From an optimization exercise on the open Yosys and OpenROAD flow, aimed at small area, a short achievable clock period and few clock cycles per item; shortcuts taken in it are not production practice.
RTL that was checked went through simulation tests only; none was proved equivalent to the original.
No functional check of the RTL was part of run 2.
Power figures rest on the tool's default switching activity, not on a simulated workload.

## flow/design.v (module list and top-level ports; edited modules follow where they fit)
// module matvecmult: 2232 lines
// module mv_fa: 4 lines
// module mv_add7: 3 lines
// module mv_or2: 3 lines
// module mv_xnor2: 3 lines
module matvecmult(
    CLK,
    RST,
    vector_x,
    vector_b,
    vector_y,
    Q,
    A,
    finish
);
  // ...
==> flow/flow/run.sh <==
#!/bin/bash
set -euo pipefail
export PRE_GLOBAL_PLACE_TCL="$PWD/flow/buffer_ports.tcl"
bash standard.sh > standard_make.log 2>&1
==> flow/flow/buffer_ports.tcl <==
# Port buffers: buf_2 on the inputs that feed the partial products (Q and
# vector_x fan out to several gates), buf_1 on the other inputs and on the
# outputs.  Replaces the single buffer_ports call of global_place.tcl.
rename buffer_ports my_orig_buffer_ports
proc buffer_ports {args} {
  my_orig_buffer_ports -inputs -buffer_cell sky130_fd_sc_hd__buf_2
  my_orig_buffer_ports -outputs -buffer_cell sky130_fd_sc_hd__buf_1
  set small [get_lib_cells sky130_fd_sc_hd__buf_1]
  set n 0
  foreach bterm [[ord::get_db_block] getBTerms] {
    set name [$bterm getName]
    if {![string match {vector_b*} $name] && $name ne "RST"} { continue }
    foreach iterm [[$bterm getNet] getITerms] {
      set inst [$iterm getInst]
      if {[[$inst getMaster] getName] eq "sky130_fd_sc_hd__buf_2"} {
        replace_cell [get_cells [$inst getName]] $small
        incr n
      }
    }
  }
  puts "buffer_ports.tcl: $n input buffers set to buf_1"
}
==> flow/standard.sh <==
#!/bin/bash
# synth_recipe.tcl (not shown) runs the flow's synth.tcl, then flattens the netlist and writes it again
# the make line also repeats each setting of config.mk as NAME=value (left out here)
make -C /OpenROAD-flow-scripts/flow DESIGN_CONFIG=/design/flow/config.mk WORK_HOME=/design/flow/orfs CLKGATE_MAP_FILE= SYNTH_SCRIPT=/design/flow/synth_recipe.tcl "${@:-finish}"
==> flow/config.mk <==
export PLATFORM = sky130hd
export DESIGN_NAME = matvecmult
export DESIGN_NICKNAME = matvecmult
export VERILOG_FILES = /design/flow/design.v
export SDC_FILE = /design/flow/constraint.sdc
export NUM_CORES = 4
export LEC_CHECK = 0
export CAP_MARGIN = 20
export CORE_MARGIN = 2
export CORE_UTILIZATION = 50
export SLEW_MARGIN = 20
export SYNTH_HIERARCHICAL = 1
export SYNTH_MINIMUM_KEEP_SIZE = 0
==> flow/constraint.sdc <==
create_clock -name core_clock -period 10.0 [get_ports {CLK}]
set_input_delay 2.0000 -clock core_clock [delete_from_list [all_inputs] [get_ports {CLK}]]
set_output_delay 2.0000 -clock core_clock [all_outputs]
set_load 0.01 [all_outputs]
==> impl_metrics.yaml, run 1 <==
outcome:
  status: "no timing/DRC/antenna violations"
setup_path:
  critPathMaxFanout: 7
worst_hold_path:
  hold_start: "val[1]"
  min_to: "val[2]"
layout:
  syn_to_final_growth_pct: 20.8
  final-nonclk-buf-share_pct: 10.8
  seq_area_um2: 6050
  inv_count: 19
  clkbuf_count: 38
  fillers: 2752
  regMostFlops: "y_r"
sta:
  fin_skew_ns: 0.0219
  fmax_ghz: 0.278
  worst_slack_ns: 6.41
routing:
  detail_route.wirelength_um: 48000
  met1Wirelength_um: 18700
  drt_iter0_markers: 680
logic_synthesis:
  yosysSeqAreaShare_pct: 37.3
  synthSimpleGateAreaFrac_pct: 12.0
  synthMuxAreaShare_pct: 2.70
  postSynth.asyncResetShare_pct: 4.60
floorplanning:
  die_h_um: 184
  die_w_um: 184
  tap_cells: 402
cts:
  cts-htree-levels: 1
power_and_ir_drop:
  p_switching_w: 0.00284
placement:
  portBuffers: 486
Testbench counts, summed over its fixed seeds: cycles 43,200, items 2,400.
==> run 2: changes to the inputs <==
--- a/flow/design.v
+++ b/flow/design.v
@@ -1087,104 +1087,104 @@
 wire s1029;
 wire s1030;
 wire s1031;
 wire s1032;
 wire s1033;
 wire s1034;
 wire s1035;
 wire s1036;
-wire s1037;
-wire c1038;
-wire s1039;
-wire c1040;
-wire s1041;
-wire c1042;
-wire s1043;
-wire c1044;
-wire s1045;
-wire c1046;
-wire s1047;
-wire c1048;
-wire s1049;
-wire c1050;
-wire s1051;
-wire c1052;
-wire s1053;
-wire c1054;
-wire s1055;
-wire c1056;
-wire s1057;
-wire c1058;
-wire s1059;
-wire c1060;
-wire s1061;
-wire c1062;
-wire s1063;
-wire c1064;
-wire s1065;
-wire c1066;
-wire s1067;
-wire c1068;
-wire s1069;
-wire c1070;
-wire s1071;
-wire c1072;
-wire s1073;
-wire c1074;
-wire s1075;
-wire c1076;
-wire s1077;
-wire c1078;
-wire s1079;
-wire c1080;
-wire s1081;
-wire c1082;
-wire s1083;
-wire c1084;
-wire s1085;
-wire c1086;
-wire s1087;
-wire c1088;
-wire s1089;
-wire c1090;
-wire s1091;
-wire c1092;
-wire s1093;
-wire c1094;
-wire s1095;
-wire c1096;
-wire s1097;
-wire c1098;
-wire s1099;
-wire c1100;
-wire s1101;
-wire c1102;
-wire s1103;
-wire c1104;
-wire s1105;
-wire c1106;
-wire s1107;
-wire c1108;
-wire s1109;
-wire c1110;
-wire s1111;
-wire c1112;
-wire s1113;
-wire c1114;
-wire s1115;
-wire c1116;
-wire s1117;
-wire c1118;
-wire s1119;
-wire c1120;
-wire s1121;
-wire c1122;
-wire s1123;
-wire c1124;
+wire c1037;
+wire s1038;
+wire c1039;
+wire s1040;
+wire c1041;
+wire s1042;
+wire c1043;
+wire s1044;
+wire c1045;
+wire s1046;
+wire c1047;
+wire s1048;
+wire c1049;
+wire s1050;
+wire c1051;
+wire s1052;
+wire c1053;
+wire s1054;
+wire c1055;
+wire s1056;
+wire c1057;
+wire s1058;
+wire c1059;
+wire s1060;
+wire c1061;
+wire s1062;
+wire c1063;
+wire s1064;
+wire c1065;
+wire s1066;
+wire c1067;
+wire s1068;
+wire c1069;
+wire s1070;
+wire c1071;
+wire s1072;
+wire c1073;
+wire s1074;
+wire c1075;
+wire s1076;
+wire c1077;
+wire s1078;
+wire c1079;
+wire s1080;
+wire c1081;
+wire s1082;
+wire c1083;
+wire s1084;
+wire c1085;
+wire s1086;
+wire c1087;
+wire s1088;
+wire c1089;
+wire s1090;
+wire c1091;
+wire s1092;
+wire c1093;
+wire s1094;
+wire c1095;
+wire s1096;
+wire c1097;
+wire s1098;
+wire c1099;
+wire s1100;
+wire c1101;
+wire s1102;
+wire c1103;
+wire s1104;
+wire c1105;
+wire s1106;
+wire c1107;
+wire s1108;
+wire c1109;
+wire s1110;
+wire c1111;
+wire s1112;
+wire c1113;
+wire s1114;
+wire c1115;
+wire s1116;
+wire c1117;
+wire s1118;
+wire c1119;
+wire s1120;
+wire c1121;
+wire s1122;
+wire c1123;
+wire s1124;
 wire s1125;
 wire s1126;
 wire s1127;
 wire s1128;
 wire s1129;
 wire s1130;
 wire s1131;
 wire s1132;
@@ -2035,102 +2035,102 @@
 mv_xnor2 us1028 (.a(s1009), .b(s1010), .s(s1028));
 mv_xnor2 us1029 (.a(s1011), .b(s1012), .s(s1029));
 mv_xnor2 us1030 (.a(s1013), .b(s1014), .s(s1030));
 mv_xnor2 us1031 (.a(s1015), .b(s1016), .s(s1031));
 mv_xnor2 us1032 (.a(s1017), .b(s1018), .s(s1032));
 mv_xnor2 us1033 (.a(s1019), .b(s1020), .s(s1033));
 mv_xnor2 us1034 (.a(s1021), .b(s1022), .s(s1034));
 mv_xnor2 us1035 (.a(s1023), .b(s1024), .s(s1035));
-mv_xnor2 us1036 (.a(c859), .b(c861), .s(s1036));
-mv_fa us1037 (.a(k1_1), .b(k1_2), .c(k1_3), .s(s1037), .co(c1038));
-mv_fa us1039 (.a(k1_4), .b(k1_5), .c(s1037), .s(s1039), .co(c1040));
-mv_fa us1041 (.a(k1_10), .b(k1_11), .c(k1_12), .s(s1041), .co(c1042));
-mv_fa us1043 (.a(k1_6), .b(k1_7), .c(k1_8), .s(s1043), .co(c1044));
-mv_fa us1045 (.a(k1_9), .b(c1038), .c(s1041), .s(s1045), .co(c1046));
-mv_fa us1047 (.a(s1043), .b(c1040), .c(s1045), .s(s1047), .co(c1048));
-mv_fa us1049 (.a(k1_13), .b(k1_14), .c(k1_15), .s(s1049), .co(c1050));
-mv_fa us1051 (.a(k1_16), .b(k1_17), .c(k1_18), .s(s1051), .co(c1052));
-mv_fa us1053 (.a(k1_19), .b(k1_20), .c(k1_21), .s(s1053), .co(c1054));
-mv_fa us1055 (.a(k1_22), .b(k1_23), .c(k1_24), .s(s1055), .co(c1056));
-mv_fa us1057 (.a(k1_25), .b(c1042), .c(c1044), .s(s1057), .co(c1058));
-mv_fa us1059 (.a(s1049), .b(s1051), .c(s1053), .s(s1059), .co(c1060));
-mv_fa us1061 (.a(s1055), .b(c1046), .c(s1057), .s(s1061), .co(c1062));
-mv_fa us1063 (.a(s1059), .b(c1048), .c(s1061), .s(s1063), .co(c1064));
-mv_fa us1065 (.a(k1_26), .b(k1_27), .c(k1_28), .s(s1065), .co(c1066));
-mv_fa us1067 (.a(k1_29), .b(k1_30), .c(k1_31), .s(s1067), .co(c1068));
-mv_fa us1069 (.a(k1_32), .b(k1_33), .c(k1_34), .s(s1069), .co(c1070));
-mv_fa us1071 (.a(k1_35), .b(k1_36), .c(k1_37), .s(s1071), .co(c1072));
-mv_fa us1073 (.a(k1_38), .b(k1_39), .c(k1_40), .s(s1073), .co(c1074));
-mv_fa us1075 (.a(k1_41), .b(k1_42), .c(k1_43), .s(s1075), .co(c1076));
-mv_fa us1077 (.a(c1050), .b(c1052), .c(c1054), .s(s1077), .co(c1078));
-mv_fa us1079 (.a(c1056), .b(s1065), .c(s1067), .s(s1079), .co(c1080));
-mv_fa us1081 (.a(s1069), .b(s1071), .c(s1073), .s(s1081), .co(c1082));
-mv_fa us1083 (.a(s1075), .b(c1058), .c(c1060), .s(s1083), .co(c1084));
-mv_fa us1085 (.a(s1077), .b(s1079), .c(s1081), .s(s1085), .co(c1086));
-mv_fa us1087 (.a(c1062), .b(s1083), .c(s1085), .s(s1087), .co(c1088));
-mv_xnor2 us1089 (.a(c1064), .b(s1087), .s(s1089));
-assign c1090 = c1064 | s1087;
-mv_fa us1091 (.a(k1_44), .b(k1_45), .c(k1_46), .s(s1091), .co(c1092));
-mv_fa us1093 (.a(k1_47), .b(k1_48), .c(k1_49), .s(s1093), .co(c1094));
-mv_fa us1095 (.a(k1_50), .b(k1_51), .c(k1_52), .s(s1095), .co(c1096));
-mv_fa us1097 (.a(k1_53), .b(k1_54), .c(k1_55), .s(s1097), .co(c1098));
-mv_fa us1099 (.a(k1_56), .b(k1_57), .c(k1_58), .s(s1099), .co(c1100));
-mv_fa us1101 (.a(k1_59), .b(k1_60), .c(k1_61), .s(s1101), .co(c1102));
-mv_fa us1103 (.a(k1_62), .b(k1_63), .c(k1_64), .s(s1103), .co(c1104));
-mv_fa us1105 (.a(c1066), .b(c1068), .c(c1070), .s(s1105), .co(c1106));
-mv_fa us1107 (.a(c1072), .b(c1074), .c(c1076), .s(s1107), .co(c1108));
-mv_fa us1109 (.a(s1091), .b(s1093), .c(s1095), .s(s1109), .co(c1110));
-mv_fa us1111 (.a(s1097), .b(s1099), .c(s1101), .s(s1111), .co(c1112));
-mv_fa us1113 (.a(s1103), .b(c1078), .c(c1080), .s(s1113), .co(c1114));
-mv_fa us1115 (.a(c1082), .b(s1105), .c(s1107), .s(s1115), .co(c1116));
-mv_fa us1117 (.a(s1109), .b(s1111), .c(c1084), .s(s1117), .co(c1118));
-mv_fa us1119 (.a(c1086), .b(s1113), .c(s1115), .s(s1119), .co(c1120));
-mv_fa us1121 (.a(s1117), .b(c1088), .c(s1119), .s(s1121), .co(c1122));
-mv_xnor2 us1123 (.a(c1090), .b(s1121), .s(s1123));
-assign c1124 = c1090 | s1121;
-mv_xnor2 us1125 (.a(k1_65), .b(k1_66), .s(s1125));
-mv_xnor2 us1126 (.a(k1_67), .b(k1_68), .s(s1126));
-mv_xnor2 us1127 (.a(k1_69), .b(k1_70), .s(s1127));
-mv_xnor2 us1128 (.a(k1_71), .b(k1_72), .s(s1128));
-mv_xnor2 us1129 (.a(k1_73), .b(k1_74), .s(s1129));
-mv_xnor2 us1130 (.a(k1_75), .b(k1_76), .s(s1130));
-mv_xnor2 us1131 (.a(k1_77), .b(k1_78), .s(s1131));
-mv_xnor2 us1132 (.a(k1_79), .b(k1_80), .s(s1132));
-mv_xnor2 us1133 (.a(k1_81), .b(k1_82), .s(s1133));
-mv_xnor2 us1134 (.a(k1_83), .b(k1_84), .s(s1134));
-mv_xnor2 us1135 (.a(k1_85), .b(k1_86), .s(s1135));
+mv_fa us1036 (.a(k1_1), .b(k1_2), .c(k1_3), .s(s1036), .co(c1037));
+mv_fa us1038 (.a(k1_4), .b(k1_5), .c(s1036), .s(s1038), .co(c1039));
+mv_fa us1040 (.a(k1_10), .b(k1_11), .c(k1_12), .s(s1040), .co(c1041));
+mv_fa us1042 (.a(k1_6), .b(k1_7), .c(k1_8), .s(s1042), .co(c1043));
+mv_fa us1044 (.a(k1_9), .b(c1037), .c(s1040), .s(s1044), .co(c1045));
+mv_fa us1046 (.a(s1042), .b(c1039), .c(s1044), .s(s1046), .co(c1047));
+mv_fa us1048 (.a(k1_13), .b(k1_14), .c(k1_15), .s(s1048), .co(c1049));
+mv_fa us1050 (.a(k1_16), .b(k1_17), .c(k1_18), .s(s1050), .co(c1051));
+mv_fa us1052 (.a(k1_19), .b(k1_20), .c(k1_21), .s(s1052), .co(c1053));
+mv_fa us1054 (.a(k1_22), .b(k1_23), .c(k1_24), .s(s1054), .co(c1055));
+mv_fa us1056 (.a(k1_25), .b(c1041), .c(c1043), .s(s1056), .co(c1057));
+mv_fa us1058 (.a(s1048), .b(s1050), .c(s1052), .s(s1058), .co(c1059));
+mv_fa us1060 (.a(s1054), .b(c1045), .c(s1056), .s(s1060), .co(c1061));
+mv_fa us1062 (.a(s1058), .b(c1047), .c(s1060), .s(s1062), .co(c1063));
+mv_fa us1064 (.a(k1_26), .b(k1_27), .c(k1_28), .s(s1064), .co(c1065));
+mv_fa us1066 (.a(k1_29), .b(k1_30), .c(k1_31), .s(s1066), .co(c1067));
+mv_fa us1068 (.a(k1_32), .b(k1_33), .c(k1_34), .s(s1068), .co(c1069));
+mv_fa us1070 (.a(k1_35), .b(k1_36), .c(k1_37), .s(s1070), .co(c1071));
+mv_fa us1072 (.a(k1_38), .b(k1_39), .c(k1_40), .s(s1072), .co(c1073));
+mv_fa us1074 (.a(k1_41), .b(k1_42), .c(k1_43), .s(s1074), .co(c1075));
+mv_fa us1076 (.a(c1049), .b(c1051), .c(c1053), .s(s1076), .co(c1077));
+mv_fa us1078 (.a(c1055), .b(s1064), .c(s1066), .s(s1078), .co(c1079));
+mv_fa us1080 (.a(s1068), .b(s1070), .c(s1072), .s(s1080), .co(c1081));
+mv_fa us1082 (.a(s1074), .b(c1057), .c(c1059), .s(s1082), .co(c1083));
+mv_fa us1084 (.a(s1076), .b(s1078), .c(s1080), .s(s1084), .co(c1085));
+mv_fa us1086 (.a(c1061), .b(s1082), .c(s1084), .s(s1086), .co(c1087));
+mv_xor2 us1088 (.a(c1063), .b(s1086), .s(s1088));
+assign c1089 = c1063 | s1086;
+mv_fa us1090 (.a(k1_44), .b(k1_45), .c(k1_46), .s(s1090), .co(c1091));
+mv_fa us1092 (.a(k1_47), .b(k1_48), .c(k1_49), .s(s1092), .co(c1093));
+mv_fa us1094 (.a(k1_50), .b(k1_51), .c(k1_52), .s(s1094), .co(c1095));
+mv_fa us1096 (.a(k1_53), .b(k1_54), .c(k1_55), .s(s1096), .co(c1097));
+mv_fa us1098 (.a(k1_56), .b(k1_57), .c(k1_58), .s(s1098), .co(c1099));
+mv_fa us1100 (.a(k1_59), .b(k1_60), .c(k1_61), .s(s1100), .co(c1101));
+mv_fa us1102 (.a(k1_62), .b(k1_63), .c(k1_64), .s(s1102), .co(c1103));
+mv_fa us1104 (.a(c1065), .b(c1067), .c(c1069), .s(s1104), .co(c1105));
+mv_fa us1106 (.a(c1071), .b(c1073), .c(c1075), .s(s1106), .co(c1107));
+mv_fa us1108 (.a(s1090), .b(s1092), .c(s1094), .s(s1108), .co(c1109));
+mv_fa us1110 (.a(s1096), .b(s1098), .c(s1100), .s(s1110), .co(c1111));
+mv_fa us1112 (.a(s1102), .b(c1077), .c(c1079), .s(s1112), .co(c1113));
+mv_fa us1114 (.a(c1081), .b(s1104), .c(s1106), .s(s1114), .co(c1115));
+mv_fa us1116 (.a(s1108), .b(s1110), .c(c1083), .s(s1116), .co(c1117));
+mv_fa us1118 (.a(c1085), .b(s1112), .c(s1114), .s(s1118), .co(c1119));
+mv_fa us1120 (.a(s1116), .b(c1087), .c(s1118), .s(s1120), .co(c1121));
+mv_xor2 us1122 (.a(c1089), .b(s1120), .s(s1122));
+assign c1123 = c1089 | s1120;
+mv_xnor2 us1124 (.a(k1_65), .b(k1_66), .s(s1124));
+mv_xnor2 us1125 (.a(k1_67), .b(k1_68), .s(s1125));
+mv_xnor2 us1126 (.a(k1_69), .b(k1_70), .s(s1126));
+mv_xnor2 us1127 (.a(k1_71), .b(k1_72), .s(s1127));
+mv_xnor2 us1128 (.a(k1_73), .b(k1_74), .s(s1128));
+mv_xnor2 us1129 (.a(k1_75), .b(k1_76), .s(s1129));
+mv_xnor2 us1130 (.a(k1_77), .b(k1_78), .s(s1130));
+mv_xnor2 us1131 (.a(k1_79), .b(k1_80), .s(s1131));
+mv_xnor2 us1132 (.a(k1_81), .b(k1_82), .s(s1132));
+mv_xnor2 us1133 (.a(k1_83), .b(k1_84), .s(s1133));
+mv_xnor2 us1134 (.a(k1_85), .b(k1_86), .s(s1134));
+mv_xnor2 us1135 (.a(k1_87), .b(s1124), .s(s1135));
 mv_xnor2 us1136 (.a(s1125), .b(s1126), .s(s1136));
 mv_xnor2 us1137 (.a(s1127), .b(s1128), .s(s1137));
 mv_xnor2 us1138 (.a(s1129), .b(s1130), .s(s1138));
 mv_xnor2 us1139 (.a(s1131), .b(s1132), .s(s1139));
 mv_xnor2 us1140 (.a(s1133), .b(s1134), .s(s1140));
-mv_xnor2 us1141 (.a(s1135), .b(c1092), .s(s1141));
-mv_xnor2 us1142 (.a(c1094), .b(c1096), .s(s1142));
-mv_xnor2 us1143 (.a(c1098), .b(c1100), .s(s1143));
-mv_xnor2 us1144 (.a(c1102), .b(c1104), .s(s1144));
+mv_xnor2 us1141 (.a(c1091), .b(c1093), .s(s1141));
+mv_xnor2 us1142 (.a(c1095), .b(c1097), .s(s1142));
+mv_xnor2 us1143 (.a(c1099), .b(c1101), .s(s1143));
+mv_xnor2 us1144 (.a(c1103), .b(s1135), .s(s1144));
 mv_xnor2 us1145 (.a(s1136), .b(s1137), .s(s1145));
 mv_xnor2 us1146 (.a(s1138), .b(s1139), .s(s1146));
 mv_xnor2 us1147 (.a(s1140), .b(s1141), .s(s1147));
 mv_xnor2 us1148 (.a(s1142), .b(s1143), .s(s1148));
 mv_xnor2 us1149 (.a(s1144), .b(s1145), .s(s1149));
-mv_xnor2 us1150 (.a(s1146), .b(c1106), .s(s1150));
-mv_xnor2 us1151 (.a(c1108), .b(c1110), .s(s1151));
-mv_xnor2 us1152 (.a(c1112), .b(s1147), .s(s1152));
+mv_xnor2 us1150 (.a(s1146), .b(c1105), .s(s1150));
+mv_xnor2 us1151 (.a(c1107), .b(c1109), .s(s1151));
+mv_xnor2 us1152 (.a(c1111), .b(s1147), .s(s1152));
 mv_xnor2 us1153 (.a(s1148), .b(s1149), .s(s1153));
 mv_xnor2 us1154 (.a(s1150), .b(s1151), .s(s1154));
-mv_xnor2 us1155 (.a(s1152), .b(c1114), .s(s1155));
-mv_xnor2 us1156 (.a(c1116), .b(s1153), .s(s1156));
+mv_xnor2 us1155 (.a(s1152), .b(c1113), .s(s1155));
+mv_xnor2 us1156 (.a(c1115), .b(s1153), .s(s1156));
 mv_xnor2 us1157 (.a(s1154), .b(s1155), .s(s1157));
-mv_xnor2 us1158 (.a(s1156), .b(c1118), .s(s1158));
-mv_xnor2 us1159 (.a(c1120), .b(s1157), .s(s1159));
+mv_xnor2 us1158 (.a(s1156), .b(c1117), .s(s1158));
+mv_xnor2 us1159 (.a(c1119), .b(s1157), .s(s1159));
 mv_xnor2 us1160 (.a(s1158), .b(s1159), .s(s1160));
-mv_xnor2 us1161 (.a(c1122), .b(s1160), .s(s1161));
-mv_xnor2 us1162 (.a(c1124), .b(s1161), .s(s1162));
-reg [86:0] cut1;
+mv_xnor2 us1161 (.a(c1121), .b(s1160), .s(s1161));
+mv_xor2 us1162 (.a(c1123), .b(s1161), .s(s1162));
+reg [87:0] cut1;
 wire k1_0 = cut1[0];
 wire k1_1 = cut1[1];
 wire k1_2 = cut1[2];
 wire k1_3 = cut1[3];
 wire k1_4 = cut1[4];
 wire k1_5 = cut1[5];
 wire k1_6 = cut1[6];
 wire k1_7 = cut1[7];
@@ -2208,22 +2208,23 @@
 wire k1_79 = cut1[79];
 wire k1_80 = cut1[80];
 wire k1_81 = cut1[81];
 wire k1_82 = cut1[82];
 wire k1_83 = cut1[83];
 wire k1_84 = cut1[84];
 wire k1_85 = cut1[85];
 wire k1_86 = cut1[86];
+wire k1_87 = cut1[87];
 always @(posedge CLK)
-    cut1 <= {s1036, s1035, s1034, s1033, s1032, s1031, c881, c879, c877, c875, s1030, s1029, s1028, s1027, s1026, s1025, c873, c871, c869, c867, c865, c863, s880, s878, s876, s874, s872, s870, s868, s866, s864, s862, c753, c751, c749, s860, s858, c747, c745, c743, c741, c739, c737, s752, s750, s748, s746, s744, s742, s740, c649, c647, s738, s736, c645, c643, c641, c639, c637, s734, s732, s648, s646, s644, s642, s640, s638, c567, c565, s636, c563, c561, c559, s634, s566, s564, s562, s560, s558, c507, c505, s506, s504, c471, s502, s500, s470};
+    cut1 <= {s1035, s1034, s1033, s1032, s1031, c881, c879, c877, c875, s1030, s1029, s1028, s1027, s1026, s1025, c873, c871, c869, c867, c865, c863, c861, c859, s880, s878, s876, s874, s872, s870, s868, s866, s864, s862, c753, c751, c749, s860, s858, c747, c745, c743, c741, c739, c737, s752, s750, s748, s746, s744, s742, s740, c649, c647, s738, s736, c645, c643, c641, c639, c637, s734, s732, s648, s646, s644, s642, s640, s638, c567, c565, s636, c563, c561, c559, s634, s566, s564, s562, s560, s558, c507, c505, s506, s504, c471, s502, s500, s470};
 reg b0_1;
 always @(posedge CLK)
     b0_1 <= bsel[0];
-wire [6:0] sum = ~{s1162, s1123, s1089, s1063, s1047, s1039, k1_0};
+wire [6:0] sum = {s1162, s1122, s1088, ~s1062, ~s1046, ~s1038, ~k1_0};
 always @(posedge CLK) begin
     if (val[2])
         for (i = 0; i < 15; i = i + 1)
             y_r[i] <= y_r[i + 1];
     y_r[15] <= {sum, b0_1};
 end
 genvar g;
 generate for (g = 0; g < 16; g = g + 1) begin : gy
@@ -2235,11 +2236,14 @@
 assign co = (a & b) | (a & c) | (b & c);
 endmodule
 module mv_add7(input [6:0] a, input [6:0] b, output [6:0] s);
 assign s = ~a + ~b;
 endmodule
 module mv_or2(input a, input b, output y);
 assign y = a | b;
 endmodule
+module mv_xor2(input a, input b, output s);
+assign s = a ^ b;
+endmodule
 module mv_xnor2(input a, input b, output s);
 assign s = ~(a ^ b);
 endmodule
==> flow/flow/buffer_ports.tcl (replaced) <==
# Port buffers: buf_2 on the inputs (they fan out to several gates), buf_1 on
# the outputs.  Replaces the single buffer_ports call of global_place.tcl.
rename buffer_ports my_orig_buffer_ports
proc buffer_ports {args} {
  my_orig_buffer_ports -inputs -buffer_cell sky130_fd_sc_hd__buf_2
  my_orig_buffer_ports -outputs -buffer_cell sky130_fd_sc_hd__buf_1
}
==> flow/config.mk (replaced) <==
export PLATFORM = sky130hd
export DESIGN_NAME = matvecmult
export DESIGN_NICKNAME = matvecmult
export VERILOG_FILES = /design/flow/design.v
export SDC_FILE = /design/flow/constraint.sdc
export NUM_CORES = 4
export LEC_CHECK = 0
export CAP_MARGIN = 20
export CORE_MARGIN = 2
export CORE_UTILIZATION = 40
export SLEW_MARGIN = 20
export SYNTH_HIERARCHICAL = 1
export SYNTH_MINIMUM_KEEP_SIZE = 0
==> impl_metrics.yaml, run 2 <==
outcome:
  status: "no timing/DRC/antenna violations"
cts:
  clk_pin_slew_ns: 0.06
  cts_resized: 0
  cts_tree: "yes"
  cts.sinks: 240
  cts_setup_buffers: 0
  insertion_delay_ns: 0.52
  numCtsBuffers: 26
  cts_hold_buf: 0
  cts-htree-levels: 1
  root_buffer: "clkbuf_16"
  ctsLongestPathBuffers: 3
placement:
  post_dp_cell_area_um2: 19000
  place_ws_ns: 5.85
  portBuffers: 486
  hpwl_um: 42800
  gp_congestion: 0.899
logic_synthesis:
  synth_area_leaders: "fa_1, edfxtp_1, dfxtp_1, nand2_1, xnor2_1"
  synth_most_common_cell: "nand2_1"
  ys_seq_elements: 240
  postSynth.asyncResetShare_pct: 4.58
  syn_nets: 2013
  syn_inst: 1365
  yosysSeqAreaShare_pct: 37.4
  synth_area_um2: 16200
  yosys.area.top_type: "fa_1"
  syn_avg_cell_area_um2: 11.9
  synth.distinct_cells: 44
  synth_edf_count: 120
  synth-main-ff-cell: "edfxtp_1"
  synth_common_cells: "nand2_1, fa_1, xnor2_1"
  synth_top_area_share_pct: 31.7
  ys_warn_count: 8
setup_path:
  cp_slowest_cell: "fa_1"
  start_kind: "primary input"
  cp_cell_sequence: "buf_2 > nand2_1 > fa_1 > fa_1 > fa_1"
  critPathMaxFanout: 7
  path_class: "in2reg"
  critPathArrivalTime_ns: 4.00
  rr_startpoint: "cut1[26]"
  worst-r2r-setup-slack_ns: 6.48
  r2r_end: "y_r[15][7]"
  crit_top_cell: "fa_1"
  cp-end-kind: "flop"
  required_ns: 10.40
  slowest_delay_ns: 0.68
  reg2reg_depth: 7
floorplanning:
  die_h_um: 205
  start_util_pct: 40.7
  io_pins: 519
  die_w_um: 205
  die-area_um2: 42100
  std_cell_rows: 73
  fp.coreArea_um2: 39800
sta:
  finalCritPeriodShare_pct: 36.0
  hold_violations: 0
  setup_viol: 0
  max_slew_margin_pct: 32.4
  maxSlewViolCount: 0
  finalSetupTns_ns: 0
  hold_slack_ns: 0.328
  worst_slack_ns: 6.40
  fin_skew_ns: 0.0118
  rsz0062_at_grt: "false"
  finalCriticalPeriod_ns: 3.60
  fmax_ghz: 0.278
  tightest_slew_ns: 1.01
layout:
  largest_reg_flops: 128
  nNetsFinal: 2505
  final_cell_mix: "nand2_1, buf_2, fa_1"
  layout_commonest_cell: "nand2_1"
  fillers: 3754
  drive_gt1_share_pct: 22.1
  top_regs: "y_r: 128 flops, cut1: 88 flops, bsel: 8 flops"
  final_design_area_no_fill_um2: 19800
  syn_to_final_growth_pct: 22.1
  regMostFlops: "y_r"
worst_hold_path:
  hold_path_class: "reg2reg"
  hold_start: "val[1]"
  min_to: "val[2]"
  hold-path-cell-count: 0
routing:
  detail_route.wirelength_um: 49500
  firstDrtPassIters: 5
  vias: 11800
  drt_iter0_markers: 634
  post_drt_wl_per_cell_um: 20.6
  vias_per_cell: 4.91
  ant_nets: 0
  drc: 0
global_route:
  grt_max_degree: 87
  antenna_found_initial: 6
  grt_pass1_wl_um: 74000
  track_usage_pct: 23.5
  grt_overflow: 0
  grt_pass1_vias: 12400
job:
  timing.max_cap.violations: 0
power_and_ir_drop:
  p_per_area_nw_per_um2: 330
  leakage_nw: 7.55
  vdd_drop_max_uv: 805
## run 2: changes by cell type in the layout (fill, tap and decap cells not counted), sizes merged, moves of 2 or more
cell and delta:
clkinv -3, clkinvlp +4, diode -3, xor2 +3, clkbuf -3, bufinv -2
xnor2 -3
## run 2: worst max-delay path, delay by kind of cell
kind	cells	cell delay (ns)
adders and majority gates	3	1.58
and+or+nand+nor	1	0.16
buffers and inverters	1	0.26
## run 2: final cells by class
cell class,count,area [um^2],area share (%)
clock inverters,11,71.3,0.361
inverters,16,60.1,0.304
diodes,6,15.0,0.0759
clock buffers,35,727,3.68
flip-flops and latches,240,6060,30.7
multi-input cells,1084,9890,50.0
repair buffers,489,2290,11.6
well taps,525,657,3.32
## run 2: worst max path at each step
stage,startpoint,end,depth (start not counted)
6_report,Q[0],cut1[41],5
4_1_cts,Q[0],cut1[41],5
3_5_place_dp,Q[0],cut1[41],5
5_1_grt,cut1[26],y_r[15][7],7
2_1_floorplan,Q[73],cut1[12],4
3_3_place_gp,Q[0],cut1[41],5
## run 2: cells by family after synthesis
group,after synthesis,synth area share (%)
flip-flops,240,37.4
buffers and inverters,41,1.48
AND/OR/NAND/NOR,504,12.0
AO/OA/AOI/OAI,76,3.45
adder cells (fa/ha/maj),262,32.1
multiplexers,42,2.70
XOR/XNOR,200,10.8
## run 2: modules after synthesis (local to each module, per instance)
module      times used  cell area, um^2  cells inside  flops+latches
matvecmult           1             9370           914            240
mv_fa              255             20.0             1              0
mv_xnor2           192             8.76             1              0
mv_xor2              3             8.76             1              0
mv_or2               1             6.26             1              0
## run 2: where the power goes
part	total (W)	switching, W	internal [W]	leakage, nW
Combinational	0.00397	0.00212	0.00184	5.04
Sequential	0.00165	0.000217	0.00144	2.13
Clock	0.000904	0.000392	0.000512	0.387
Total	0.00652	0.00273	0.00379	7.55
## run 2: stage by stage
stage / power [W] / instances / util [%]
after detailed placement: 0.00570 / 2354 / 47.6
after floorplan: 0.00458 / 1365 / -
after global placement: 0.00562 / 2354 / 47.6
final: 0.00652 / 2406 / 49.7
after global routing: 0.00706 / 2404 / 49.6
after CTS: 0.00662 / 2400 / 49.6
## run 2: layer usage
| layer | GRT usage (%) | routed length (um) | vias to the layer above |
|---|---|---|---|
| li1 | - | - | 5421 |
| met1 | 33.0 | 21500 | 5920 |
| met2 | 39.4 | 24100 | 441 |
| met3 | 3.25 | 3280 | 41 |
| met4 | 4.14 | 631 | 0 |
| met5 | 0 | 0 | - |

==> port drivers added, routing unchanged <==
The results above use ideal ports. As a check the final layouts listed here were re-extracted and re-timed, cells and wires unchanged.
Step 1: set_driving_cell puts a clkbuf_16 on CLK and a buf_2 on each other input, an assumption about the parent block.
Step 2 also shifts input and output timing later by t, the mid clock arrival at the registers, as if the neighbouring blocks saw the same clock.
Slacks: ideal / step 1 / step 2; pairs: ideal / step 1.
run | t (ns) | setup slack, ns | worst slew at a driven data input, ns | cell pins on the clock port's net
run 1 | 0.573 | 6.408 / 6.419 / 5.846 | 0.12 | 1
run 2 | 0.555 | 6.397 / 6.414 / 5.859 | 0.11 | 1
After both steps setup and hold are still met in every run listed. The setup slack of run 1, which loses most, moves by +0.011 ns with the drivers and by -0.562 ns with both steps.
